Background: an optimization exercise with open tools, aiming at small area and a short achievable clock period. Do not read the settings as production practice. Where RTL was checked, it was by simulation tests only, not by an equivalence proof against the original.

before:
## pipelined_iir
module pipelined_iir(clk, reset, x, y);
  input wire clk, reset;
  input wire signed [31:0] x;
  output wire signed [31:0] y;
  reg [31:0] xr;    
  reg [43:0] qr;    
  wire [63:0] t;
  wire [43:0] q = t[63:20];
  reg [63:0] w11;   
  reg [4:0] wc11;  
  reg [63:0] w10;   
  reg [4:0] wc10;  
  reg [63:0] w9;   
  reg [4:0] wc9;  
  reg [63:0] w8;   
  reg [4:0] wc8;  
  reg [63:0] w7;   
  reg [4:0] wc7;  
  reg [63:0] w6;   
  reg [4:0] wc6;  
  reg [63:0] w5;   
  reg [4:0] wc5;  
  reg [63:0] w4;   
  reg [4:0] wc4;  
  reg [63:0] w3;   
  reg [4:0] wc3;  
  reg [63:0] w2;   
  reg [4:0] wc2;  
  reg [63:0] s1;    
  wire n1 = qr[1] ^ qr[0];
  wire n2 = qr[2] ^ qr[1];
  wire n3 = qr[3] ^ qr[2];
  wire n4 = qr[4] ^ qr[3];
  wire n5 = qr[5] ^ qr[4];
  wire n6 = qr[6] ^ qr[5];
  wire n7 = qr[7] ^ qr[6];
  wire n8 = qr[8] ^ qr[7];
  wire n9 = qr[9] ^ qr[8];
  wire n10 = qr[10] ^ qr[9];
  wire n11 = qr[11] ^ qr[10];
  wire n12 = qr[12] ^ qr[11];
  wire n13 = qr[13] ^ qr[12];
  wire n14 = qr[14] ^ qr[13];
  wire n15 = qr[15] ^ qr[14];
  wire n16 = qr[16] ^ qr[15];
  wire n17 = qr[17] ^ qr[16];
  wire n18 = qr[18] ^ qr[17];
  wire n19 = qr[19] ^ qr[18];
  wire n20 = qr[20] ^ qr[19];
  wire n21 = qr[21] ^ qr[20];
  wire n22 = qr[22] ^ qr[21];
  wire n23 = qr[23] ^ qr[22];
  wire n24 = qr[24] ^ qr[23];
  wire n25 = qr[25] ^ qr[24];
  ...
Settings: LEC_CHECK=0, CAP_MARGIN=40, CORE_MARGIN=2, CORE_UTILIZATION=60, PLACE_DENSITY=0.8, SLEW_MARGIN=40, SYNTH_HIERARCHICAL=1, SYNTH_MINIMUM_KEEP_SIZE=0, TNS_END_PERCENT=0; clock period 32.0 ns.
standard.sh (not shown) runs the stock make flow with config.mk's settings and CLKGATE_MAP_FILE= SYNTH_SCRIPT=/design/flow/synth_recipe.tcl, a recipe that flattens the netlist after the stock synthesis.
==> flow/flow/run.sh <==
#!/bin/bash
set -euo pipefail
export SETUP_SLACK_MARGIN=17
bash standard.sh MATCH_CELL_FOOTPRINT=0 IO_CONSTRAINTS=$PWD/flow/io.tcl  finish > standard.log 2>&1
==> flow/flow/io.tcl <==
# data pins in one ordered group on the bottom edge: y[i] next to the x bits that feed it most
set_io_pin_constraint -group -order -region bottom:* -pin_names {x[0] x[1] x[2] x[3] x[4] x[5] x[6] x[7] x[8] x[9] x[10] y[0] x[11] y[1] x[12] y[2] x[13] y[3] x[14] y[4] x[15] y[5] x[16] y[6] x[17] y[7] x[18] y[8] x[19] y[9] x[20] y[10] x[21] y[11] x[22] y[12] x[23] y[13] x[24] y[14] x[25] y[15] x[26] y[16] x[27] y[17] x[28] y[18] x[29] y[19] x[30] y[20] x[31] y[21] y[22] y[23] y[24] y[25] y[26] y[27] y[28] y[29] y[30] y[31]}
diff inputs: before => after
- removing TNS_END_PERCENT (formerly 0)
- changing CORE_UTILIZATION from 60 to 45
- changing PLACE_DENSITY from 0.8 to 0.75
- setting GPL_TIMING_DRIVEN to 0 for the first time
==> flow/flow/run.sh <==
#!/bin/bash
set -euo pipefail
export SETUP_SLACK_MARGIN=16
bash standard.sh MATCH_CELL_FOOTPRINT=0   finish > standard.log 2>&1
removed: flow/flow/io.tcl
==> comparison <==
Measured against each other, after and before differ in via count, the lower figure coming from before.
[compare] base=before new=after: instance area after placement went up by 4.7%; shortest period the worst path allows went up by 0.78 ns; antenna diode count went up by 3; post-cts repair resize count went up by about 12%; maximum frequency went down by about 4.5%.
Lower first-pass GRT wire length was reported by after, not before.
Going from before to after, post-route standard cell area excluding fillers grew by a few percent.
Critical path launch point: x[12] -> after, x[27] -> before
Function was not checked in any run of this note: the RTL went through the layout flow alone.

* * *

== build 81 ==
Another version of the RTL of pipelined_iir (not shown whole).
Size: about 830 flip-flops, ~66 I/O pins, about 0.15 mm2 of cells after synthesis.
Settings: LEC_CHECK=0, CAP_MARGIN=40, CORE_MARGIN=2, CORE_UTILIZATION=60, PLACE_DENSITY=0.8, SLEW_MARGIN=40, SYNTH_HIERARCHICAL=1, SYNTH_MINIMUM_KEEP_SIZE=0; clock period 32.0 ns.
==> flow/flow/run.sh <==
#!/bin/bash
set -euo pipefail
export SETUP_SLACK_MARGIN=16
bash standard.sh MATCH_CELL_FOOTPRINT=0 finish > standard.log 2>&1
Input changes introduced in build 40 (baseline for comparison: build 81):
Settings: CORE_UTILIZATION changed from 60 to 45; PLACE_DENSITY changed from 0.8 to 0.75.
==> flow/flow/run.sh <==
#!/bin/bash
set -euo pipefail
export SETUP_SLACK_MARGIN=16
bash standard.sh MATCH_CELL_FOOTPRINT=0 IO_CONSTRAINTS=$PWD/flow/io.tcl  finish > standard.log 2>&1
==> flow/flow/io.tcl (new file) <==
# keep the data pins together on one edge, so that the input-to-output logic sits next to both
set_io_pin_constraint -pin_names {x[*] y[*]} -region bottom:*
[summary]
Both conditions hold for build 40: the flow ran to the end and the final layout passed the timing, design-rule and antenna checks. Looking at number of core rows, build 40 sits above build 81. Global-route usage, build 81 and build 40: higher on build 81. The run with more setup slack is build 81; build 40 has less.
diff inputs: build 40 => build 91
==> flow/flow/run.sh <==
#!/bin/bash
set -euo pipefail
export SETUP_SLACK_MARGIN=16
bash standard.sh MATCH_CELL_FOOTPRINT=0 finish > standard.log 2>&1
removed: flow/flow/io.tcl
## What came out
Critical path depth on build 91 is up relative to build 40. What build 91 reported for largest net degree at the start of global routing has to be multiplied by 1.07 to get the figure for build 40. Compared with build 40, build 91 has less setup slack. Compared with build 40, build 91 shows a lower number of antenna cells inserted. Route | build 91 vs build 40 | wire shorter in build 91. Of the two values seen for capturing instance or port of the critical path, y[29] was produced by build 91 and y[16] by build 40. Diff build 40 -> build 91: fraction of cell area in non-clock buffers dropped 0.36 points, core occupancy in the finished layout lost 0.34 points, minimum clock period grew by 0.10 ns, final design instance area without fill went down.
No functional check of the RTL was part of any run of this note.

* * *

== run A ==
pipelined_iir, a different RTL version from the one above (not shown whole).
Size in the first run: ~11,000 cells after synthesis, roughly 66 I/O pins, roughly 150,000 sq um of cells after synthesis.
Settings: LEC_CHECK=0, CAP_MARGIN=40, CORE_MARGIN=2, CORE_UTILIZATION=60, CTS_CLUSTER_DIAMETER=100, CTS_CLUSTER_SIZE=20, PLACE_DENSITY=0.8, SLEW_MARGIN=40, SYNTH_HIERARCHICAL=1, SYNTH_MINIMUM_KEEP_SIZE=0, TNS_END_PERCENT=0; clock period 32.0 ns.
==> flow/flow/run.sh <==
#!/bin/bash
set -euo pipefail
export SETUP_SLACK_MARGIN=16
bash standard.sh MATCH_CELL_FOOTPRINT=0 IO_CONSTRAINTS=$PWD/flow/io.tcl  finish > standard.log 2>&1
==> flow/flow/io.tcl <==
# data pins in one ordered group on the bottom edge: y[i] next to the x bits that feed it most
set_io_pin_constraint -group -order -region bottom:* -pin_names {x[0] x[1] x[2] x[3] x[4] x[5] x[6] x[7] x[8] x[9] x[10] y[0] x[11] y[1] x[12] y[2] x[13] y[3] x[14] y[4] x[15] y[5] x[16] y[6] x[17] y[7] x[18] y[8] x[19] y[9] x[20] y[10] x[21] y[11] x[22] y[12] x[23] y[13] x[24] y[14] x[25] y[15] x[26] y[16] x[27] y[17] x[28] y[18] x[29] y[19] x[30] y[20] x[31] y[21] y[22] y[23] y[24] y[25] y[26] y[27] y[28] y[29] y[30] y[31]}
Input-level comparison between run B and run A:
- a change of PLACE_DENSITY from 0.8 to 0.7
Between run A and run B, the fraction of the cycle the final worst path needs does not differ in any meaningful way. Run A → run B: wire length on met1 now sits higher, number of standard cells in the final layout excluding fillers now sits higher, share of layout cells above drive strength 1 now sits higher.

* * *

Setup of run 1:
pipelined_iir again, from the RTL that the note above started with.
==> flow/design.v (excerpt) <==
module pipelined_iir(clk, reset, x, y);
  input wire clk, reset;
  input wire signed [31:0] x;
  output wire signed [31:0] y;
  reg [31:0] xr;    
  reg [43:0] qr;    
  reg [45:0] rq3;    
  reg [34:0] rx5;    
  wire [63:0] t;
  wire [43:0] q = t[63:20];
  reg [63:0] w11;   
  reg [4:0] wc11;  
  reg [63:0] w10;   
  reg [4:0] wc10;  
  reg [63:0] w9;   
  reg [4:0] wc9;  
  reg [63:0] w8;   
  reg [4:0] wc8;  
  reg [63:0] w7;   
  reg [4:0] wc7;  
  reg [63:0] w6;   
  reg [4:0] wc6;  
  reg [63:0] w5;   
  reg [4:0] wc5;  
  reg [63:0] w4;   
  reg [4:0] wc4;  
  reg [63:0] w3;   
  reg [4:0] wc3;  
  reg [63:0] w2;   
  reg [4:0] wc2;  
  reg [63:0] s1;    
  wire n1 = q[1] ^ q[0];
  wire n2 = q[2] ^ q[1];
  wire n3 = q[3] ^ q[2];
  wire n4 = q[4] ^ q[3];
  wire n5 = q[5] ^ q[4];
  wire n6 = q[6] ^ q[5];
  wire n7 = q[7] ^ q[6];
  wire n8 = q[8] ^ q[7];
  wire n9 = q[9] ^ q[8];
  wire n10 = q[10] ^ q[9];
  wire n11 = q[11] ^ q[10];
  wire n12 = q[12] ^ q[11];
  wire n13 = q[13] ^ q[12];
  wire n14 = q[14] ^ q[13];
  wire n15 = q[15] ^ q[14];
  wire n16 = q[16] ^ q[15];
  wire n17 = q[17] ^ q[16];
  wire n18 = q[18] ^ q[17];
  wire n19 = q[19] ^ q[18];
  wire n20 = q[20] ^ q[19];
  wire n21 = q[21] ^ q[20];
  wire n22 = q[22] ^ q[21];
  wire n23 = q[23] ^ q[22];
  wire n24 = q[24] ^ q[23];
  ...
export LEC_CHECK = 0
export CAP_MARGIN = 40
export CORE_MARGIN = 2
export CORE_UTILIZATION = 60
export CTS_CLUSTER_DIAMETER = 100
export CTS_CLUSTER_SIZE = 20
export PLACE_DENSITY = 0.8
export SLEW_MARGIN = 40
export SYNTH_HIERARCHICAL = 1
export SYNTH_MINIMUM_KEEP_SIZE = 0
export TNS_END_PERCENT = 0
create_clock -name core_clock -period 32.0 [get_ports {clk}]
==> flow/flow/run.sh <==
#!/bin/bash
set -euo pipefail
export SETUP_SLACK_MARGIN=16
bash standard.sh MATCH_CELL_FOOTPRINT=0 IO_CONSTRAINTS=$PWD/flow/io.tcl finish > standard.log 2>&1
Scripts as last shown in full above: flow/flow/io.tcl
Run 1 was carried through to the last stage, and its layout satisfied the timing, design-rule and antenna checks.
--- input diff run 1..run 2 ---
- removing CTS_CLUSTER_DIAMETER (formerly 100)
- removing CTS_CLUSTER_SIZE (formerly 20)
Notes after the runs:
- Compared with run 1, number of global-route vias before repair in run 2 increased slightly.
- | via count | higher: run 2 |
- Summary: with run 1 as the reference, design area in run 2 moved up slightly.
- Run 2 vs. run 1: total iterations of the first detailed-routing run went down by 1.
- The sequential share of layout area of run 2 and that of run 1 are within noise of each other.
Setup changes, run 2 to run 3
- CTS_CLUSTER_SIZE now 20, previously not set
- CTS_CLUSTER_DIAMETER now 140, previously not set
==> flow/flow/run.sh <==
#!/bin/bash
set -euo pipefail
export SETUP_SLACK_MARGIN=16
bash standard.sh MATCH_CELL_FOOTPRINT=0 IO_CONSTRAINTS=$PWD/flow/io.tcl  finish > standard.log 2>&1
- In run 3 relative to run 2, number of nets in the layout had gone down slightly.
- The lower final wirelength came out of run 3.
- Going from run 2 to run 3, detailed-routed wire length on met3 lost about 1.4%; worst setup slack picked up an extra 12 ps; number of antenna violations at the first check in global routing picked up an extra 11; area of the die neither gained nor lost much.
- Between run 3 and run 2, the average wire per standard cell figures differ only marginally.
- On worst-skew pair later-pin latency: between run 2 and run 3, it ends up higher for run 2.

## what the ideal ports hide
The flow's constraints put no driver on any port. The routed layouts listed below were extracted and timed again, unchanged, in two steps. Step 1 assumes that a clkbuf_16 drives the clock port and a buf_2 every other input. Step 2 times the ports against the registers' clock, not the clock port: input delays grow and output delays shrink by t, the midpoint of the rising clock arrivals with the driver on. Three values: ideal, step 1, step 2; two values: the first two.
| run | shift t [ns] | setup WS [ns] | worst hold slack (ns) | slew at the worst register clock pin (ns) | worst data-port slew with drivers (ns) |
|---|---|---|---|---|---|
| before | 0.961 | 15.274 / 15.217 / 15.217 | 0.366 / 0.366 / 0.366 | 0.07 / 0.07 | 0.12 |
| after | 0.907 | 14.495 / 14.213 / 14.213 | 0.366 / 0.366 / 0.366 | 0.08 / 0.08 | 0.39 |
| build 81 | 0.961 | 15.077 / 15.005 / 15.005 | 0.364 / 0.364 / 0.364 | 0.07 / 0.07 | 0.12 |
| build 40 | 0.982 | 15.033 / 14.995 / 14.995 | 0.364 / 0.364 / 0.364 | 0.08 / 0.08 | 0.08 |
| build 91 | 0.962 | 14.930 / 14.838 / 14.838 | 0.365 / 0.365 / 0.365 | 0.07 / 0.07 | 0.16 |
| run A | 0.903 | 15.600 / 15.567 / 14.841 | 0.357 / 0.357 / 0.357 | 0.10 / 0.10 | 0.11 |
| run B | 0.891 | 15.595 / 15.521 / 14.938 | 0.366 / 0.366 / 0.366 | 0.10 / 0.10 | 0.14 |
| run 1 | 0.903 | 15.600 / 15.567 / 14.841 | 0.357 / 0.357 / 0.357 | 0.10 / 0.10 | 0.11 |
| run 2 | 0.965 | 15.571 / 15.523 / 14.882 | 0.363 / 0.363 / 0.363 | 0.07 / 0.07 | 0.11 |
| run 3 | 0.935 | 15.584 / 15.542 / 14.831 | 0.368 / 0.368 / 0.368 | 0.12 / 0.12 | 0.11 |
After both steps every run listed still meets setup and hold.
